This is an optimization exercise on Yosys and OpenROAD, whose aim is small area, not a production implementation.
Only simulation tests tie the RTL to the original design; equivalence was not proved.
Power is estimated from default activity; no workload was simulated.

Setup of north:
==> module prescaler, before the edit <==
module prescaler(
        input wire clk,
        input wire rst,
        output wire clk_out
    );
    reg [4:0] sr;
    wire fb = sr[4] ? ~sr[2] : (sr[2] & ~sr[3]);
    assign clk_out = ~|sr[3:0];
    always @(posedge clk, posedge rst) begin
        if (rst)
            sr <= 5'b10001;
        else
            sr <= {sr[3:0], fb};
    end
endmodule
==> module binaryDisplay, before the edit <==
module binaryDisplay(
        input [12:0] SW,
        input wire clk,
        input reset,
        output [6:0] segmentDisplay,
        output [3:0] an,
        output dp
    );
    wire en;
    prescaler PRESCALER (.clk(clk), .rst(reset), .clk_out(en));
    reg [1:0] sel;
    reg on;
    reg [3:0] digit;
    wire [3:0] nd;
    bcd_digit EXT (.SW(SW), .sel(sel), .d(nd));
    always @(posedge clk, posedge reset) begin
        if (reset) begin
            sel <= 2'd3;
            on <= 1'b0;
        end else if (en) begin
            sel <= sel + 2'd1;
            if (sel == 2'd0)
                on <= 1'b1;
        end
    end
    always @(posedge clk) begin
        if (en)
            digit <= nd;
    end
    assign dp = on;
    assign an = {on & (sel != 2'd0), on & (sel != 2'd3),
                 on & (sel != 2'd2), on & (sel != 2'd1)};
    assign segmentDisplay[0] = on & ((digit == 4'd1) | (digit == 4'd4) | (digit == 4'd12));
    assign segmentDisplay[1] = on & ((digit == 4'd5) | (digit == 4'd6) | (digit == 4'd13) | (digit == 4'd14));
    assign segmentDisplay[2] = on & ((digit == 4'd2) | (digit == 4'd10));
    assign segmentDisplay[3] = on & ((digit == 4'd1) | (digit == 4'd4) | (digit == 4'd7) | (digit == 4'd12) | (digit == 4'd15));
    assign segmentDisplay[4] = on & ((digit == 4'd1) | (digit == 4'd3) | (digit == 4'd4) | (digit == 4'd5) | (digit == 4'd7) | (digit == 4'd9) | (digit == 4'd11) | (digit == 4'd12) | (digit == 4'd13) | (digit == 4'd15));
    assign segmentDisplay[5] = on & ((digit == 4'd1) | (digit == 4'd2) | (digit == 4'd3) | (digit == 4'd7) | (digit == 4'd11) | (digit == 4'd15));
    assign segmentDisplay[6] = on & ((digit == 4'd0) | (digit == 4'd1) | (digit == 4'd7) | (digit == 4'd10) | (digit == 4'd11) | (digit == 4'd15));
endmodule
export LEC_CHECK = 0
export ABC_AREA = 1
export ABC_CLOCK_PERIOD_IN_PS = 50000
export CAP_MARGIN = 20
export CORE_MARGIN = 2
export CORE_UTILIZATION = 40
export CTS_BUF_LIST = sky130_fd_sc_hd__clkbuf_4
export SLEW_MARGIN = 20
create_clock -name core_clock -period 50.0 [get_ports {clk}]
standard.sh (not shown) runs the stock make flow with config.mk's settings and CLKGATE_MAP_FILE= SYNTH_SCRIPT=/design/flow/synth_recipe.tcl, a recipe that flattens the netlist after the stock synthesis.
==> flow/flow/run.sh <==
#!/bin/bash
# Own layout flow: the standard ORFS flow, with two synthesis changes and
# smaller port buffers.
#  - synthesis is ORFS's synth.tcl (through synth_recipe.tcl, so the registers,
#    their names and cells are the standard synthesis's), but the final ABC
#    mapping uses flow/area.abc (area-oriented restructuring and mapping,
#    no gate upsizing), and the full-adder extraction is off;
#  - the ports are buffered with sky130_fd_sc_hd__buf_1.
set -euo pipefail
W=$PWD
sed "s#\$::env(SCRIPTS_DIR)/synth.tcl#$W/my_synth.tcl#" synth_recipe.tcl > my_synth_recipe.tcl
awk -v s="$W/flow/area.abc" '{print} /synth_preamble.tcl/ {print "set abc_args [lreplace $abc_args 1 1 " s "]"}' \
    "$FLOW_HOME/scripts/synth.tcl" > my_synth.tcl
grep -q "lreplace \$abc_args 1 1" my_synth.tcl
bash standard.sh SYNTH_SCRIPT=$W/my_synth_recipe.tcl ADDER_MAP_FILE= \
    "BUFFER_PORTS_ARGS=-buffer_cell sky130_fd_sc_hd__buf_1" finish > standard.log 2>&1
==> flow/flow/area.abc <==
strash
dc2
balance
rewrite
refactor
balance
rewrite
rewrite -z
balance
refactor -z
rewrite -z
balance
dc2
dch
map -a
topo
north closes out successfully: all stages finished, all timing, DRC and antenna checks passed.
Setup changes, north to west
diff --git a/flow/design.v b/flow/design.v
--- a/flow/design.v
+++ b/flow/design.v
@@ -1,60 +1,64 @@
 module prescaler(
         input wire clk,
         input wire rst,
         output wire clk_out
     );
-    reg [4:0] sr;
-    wire fb = sr[4] ? ~sr[2] : (sr[2] & ~sr[3]);
-    assign clk_out = ~|sr[3:0];
+    reg [4:0] cnt;
+    assign clk_out = &cnt;
     always @(posedge clk, posedge rst) begin
         if (rst)
-            sr <= 5'b10001;
+            cnt <= 5'd2;
+        else if (clk_out)
+            cnt <= 5'd12;
         else
-            sr <= {sr[3:0], fb};
+            cnt <= cnt + 5'd1;
     end
 endmodule
 module binaryDisplay(
         input [12:0] SW,
         input wire clk,
         input reset,
         output [6:0] segmentDisplay,
-        output [3:0] an,
+        output reg [3:0] an,
         output dp
     );
     wire en;
     prescaler PRESCALER (.clk(clk), .rst(reset), .clk_out(en));
-    reg [1:0] sel;
-    reg on;
     reg [3:0] digit;
+    wire [1:0] sel = (an == 4'b1110) ? 2'd1 :
+                     (an == 4'b1101) ? 2'd2 :
+                     (an == 4'b1011) ? 2'd3 : 2'd0;
     wire [3:0] nd;
     bcd_digit EXT (.SW(SW), .sel(sel), .d(nd));
     always @(posedge clk, posedge reset) begin
         if (reset) begin
-            sel <= 2'd3;
-            on <= 1'b0;
+            an <= 4'b0000;
+            digit <= 4'd8;
         end else if (en) begin
-            sel <= sel + 2'd1;
-            if (sel == 2'd0)
-                on <= 1'b1;
+            an <= {an[2] | ~an[3], an[1] | ~an[2], an[0] | ~an[1], an[3]};
+            digit <= nd;
         end
     end
-    always @(posedge clk) begin
-        if (en)
-            digit <= nd;
+    assign dp = an[0] | an[1];
+    reg [6:0] seg;
+    always @(*) begin
+        case (digit)
+            4'd0: seg = 7'b100_0000;
+            4'd1: seg = 7'b111_1001;
+            4'd2: seg = 7'b010_0100;
+            4'd3: seg = 7'b011_0000;
+            4'd4: seg = 7'b001_1001;
+            4'd5: seg = 7'b001_0010;
+            4'd6: seg = 7'b000_0010;
+            4'd7: seg = 7'b111_1000;
+            4'd9: seg = 7'b001_0000;
+            default: seg = 7'b000_0000;
+        endcase
     end
-    assign dp = on;
-    assign an = {on & (sel != 2'd0), on & (sel != 2'd3),
-                 on & (sel != 2'd2), on & (sel != 2'd1)};
-    assign segmentDisplay[0] = on & ((digit == 4'd1) | (digit == 4'd4) | (digit == 4'd12));
-    assign segmentDisplay[1] = on & ((digit == 4'd5) | (digit == 4'd6) | (digit == 4'd13) | (digit == 4'd14));
-    assign segmentDisplay[2] = on & ((digit == 4'd2) | (digit == 4'd10));
-    assign segmentDisplay[3] = on & ((digit == 4'd1) | (digit == 4'd4) | (digit == 4'd7) | (digit == 4'd12) | (digit == 4'd15));
-    assign segmentDisplay[4] = on & ((digit == 4'd1) | (digit == 4'd3) | (digit == 4'd4) | (digit == 4'd5) | (digit == 4'd7) | (digit == 4'd9) | (digit == 4'd11) | (digit == 4'd12) | (digit == 4'd13) | (digit == 4'd15));
-    assign segmentDisplay[5] = on & ((digit == 4'd1) | (digit == 4'd2) | (digit == 4'd3) | (digit == 4'd7) | (digit == 4'd11) | (digit == 4'd15));
-    assign segmentDisplay[6] = on & ((digit == 4'd0) | (digit == 4'd1) | (digit == 4'd7) | (digit == 4'd10) | (digit == 4'd11) | (digit == 4'd15));
+    assign segmentDisplay = seg;
 endmodule
 module bcd_digit(input wire [12:0] SW, input wire [1:0] sel, output wire [3:0] d);
   wire new_n20, new_n21, new_n22, new_n23, new_n24, new_n25, new_n26, new_n27, new_n28, new_n29, new_n30, new_n31, new_n32, new_n33, new_n34, new_n35, new_n36, new_n37, new_n38, new_n39, new_n40, new_n41, new_n42, new_n43, new_n44, new_n45, new_n46, new_n47, new_n48, new_n49, new_n50, new_n51, new_n52, new_n53, new_n54, new_n55, new_n56, new_n57, new_n58, new_n59, new_n60, new_n61, new_n62, new_n63, new_n64, new_n65, new_n66, new_n67, new_n68, new_n69, new_n70, new_n71, new_n72, new_n73, new_n74, new_n75, new_n76, new_n77, new_n78, new_n79, new_n80, new_n81, new_n82, new_n83, new_n84, new_n85, new_n86, new_n87, new_n88, new_n89, new_n90, new_n91, new_n92, new_n93, new_n94, new_n95, new_n96, new_n97, new_n98, new_n99, new_n100, new_n101, new_n102, new_n103, new_n104, new_n105, new_n106, new_n107, new_n108, new_n109, new_n110, new_n111, new_n112, new_n113, new_n114, new_n115, new_n116, new_n117, new_n118, new_n119, new_n120, new_n121, new_n122, new_n123, new_n124, new_n125, new_n126, new_n127, new_n128, new_n129, new_n130, new_n131, new_n132, new_n133, new_n134, new_n135, new_n136, new_n137, new_n138, new_n139, new_n140, new_n141, new_n142, new_n143, new_n144, new_n145, new_n146, new_n147, new_n148, new_n149, new_n150, new_n151, new_n152, new_n153, new_n154, new_n155, new_n156, new_n157, new_n158, new_n159, new_n160, new_n161, new_n162, new_n163, new_n164, new_n165, new_n166, new_n167, new_n168, new_n169, new_n170, new_n171, new_n172, new_n173, new_n174, new_n175, new_n176, new_n177, new_n178, new_n179, new_n180, new_n181, new_n182, new_n183, new_n184, new_n185, new_n186, new_n187, new_n188, new_n189, new_n190, new_n191, new_n192, new_n193, new_n194, new_n195, new_n196, new_n197, new_n198, new_n199, new_n200, new_n201, new_n202, new_n203, new_n204, new_n205, new_n206, new_n207, new_n208, new_n209, new_n210, new_n211, new_n212, new_n213, new_n214, new_n215, new_n216, new_n217, new_n218, new_n219, new_n220, new_n221, new_n222, new_n223, new_n224, new_n225, new_n226, new_n228, new_n229, new_n230, new_n231, new_n232, new_n233, new_n234, new_n235, new_n236, new_n237, new_n238, new_n239, new_n240, new_n242, new_n243, new_n244, new_n245, new_n246, new_n247, new_n248, new_n250, new_n251, new_n252, new_n253, new_n254, new_n255, new_n256;
   assign new_n20 = ~SW[2];
   assign new_n21 = ~SW[3];
   assign new_n22 = ~SW[4];
==> comparison <==
west: done, clean on timing, DRC and antenna
[compare] base=north new=west: cell area increased about 4%, synthesis-to-finish area growth went down, die width grew by 2.2%, detailed-route wire length has increased, count of plain and timing-repair buffers went down 1.
The lower fraction of the cycle the final worst path needs came out of west.
Compared with north, west shows complex-gate fraction of the synthesized area higher by 3.2 points.
Comparing the two runs side by side, west comes out behind north on core footprint.
Pre-CTS setup slack: west better than north
[west] internal power summed over all cells fell about 8% relative to north
Diff north -> west: power went down by 0.0000029 W; total half-perimeter wirelength after legalization and detailed placement went up by 3.7%; maximum frequency went up by about 2%.

## what the ideal ports hide
The results above use ideal ports. As a check the final layouts listed here were re-extracted and re-timed, cells and wires unchanged. Step 1: set_driving_cell puts a clkbuf_16 on clk and a buf_2 on each other input, an assumption about the parent block. Step 2, shift: input delay + t, output delay - t, t = (earliest + latest rising clock arrival at the registers) / 2. This alone moves slack from input paths to output paths. a / b / c = no drivers / after step 1 / after step 2; a / b = the first two.
run | t (ns) | slack for setup (ns) | hold slack, ns | clock arrival spread, ns | slew at the worst register clock pin (ns)
north | 0.283 | 33.368 / 33.363 / 33.080 | 0.374 / 0.374 / 0.374 | 0.005 / 0.005 | 0.07 / 0.07
west | 0.288 | 33.692 / 33.686 / 33.398 | 0.476 / 0.476 / 0.476 | 0.004 / 0.003 | 0.08 / 0.08
After both steps setup and hold are still met in every run listed. The setup slack of west, which loses most, moves by -0.006 ns with the drivers and by -0.294 ns with both steps.
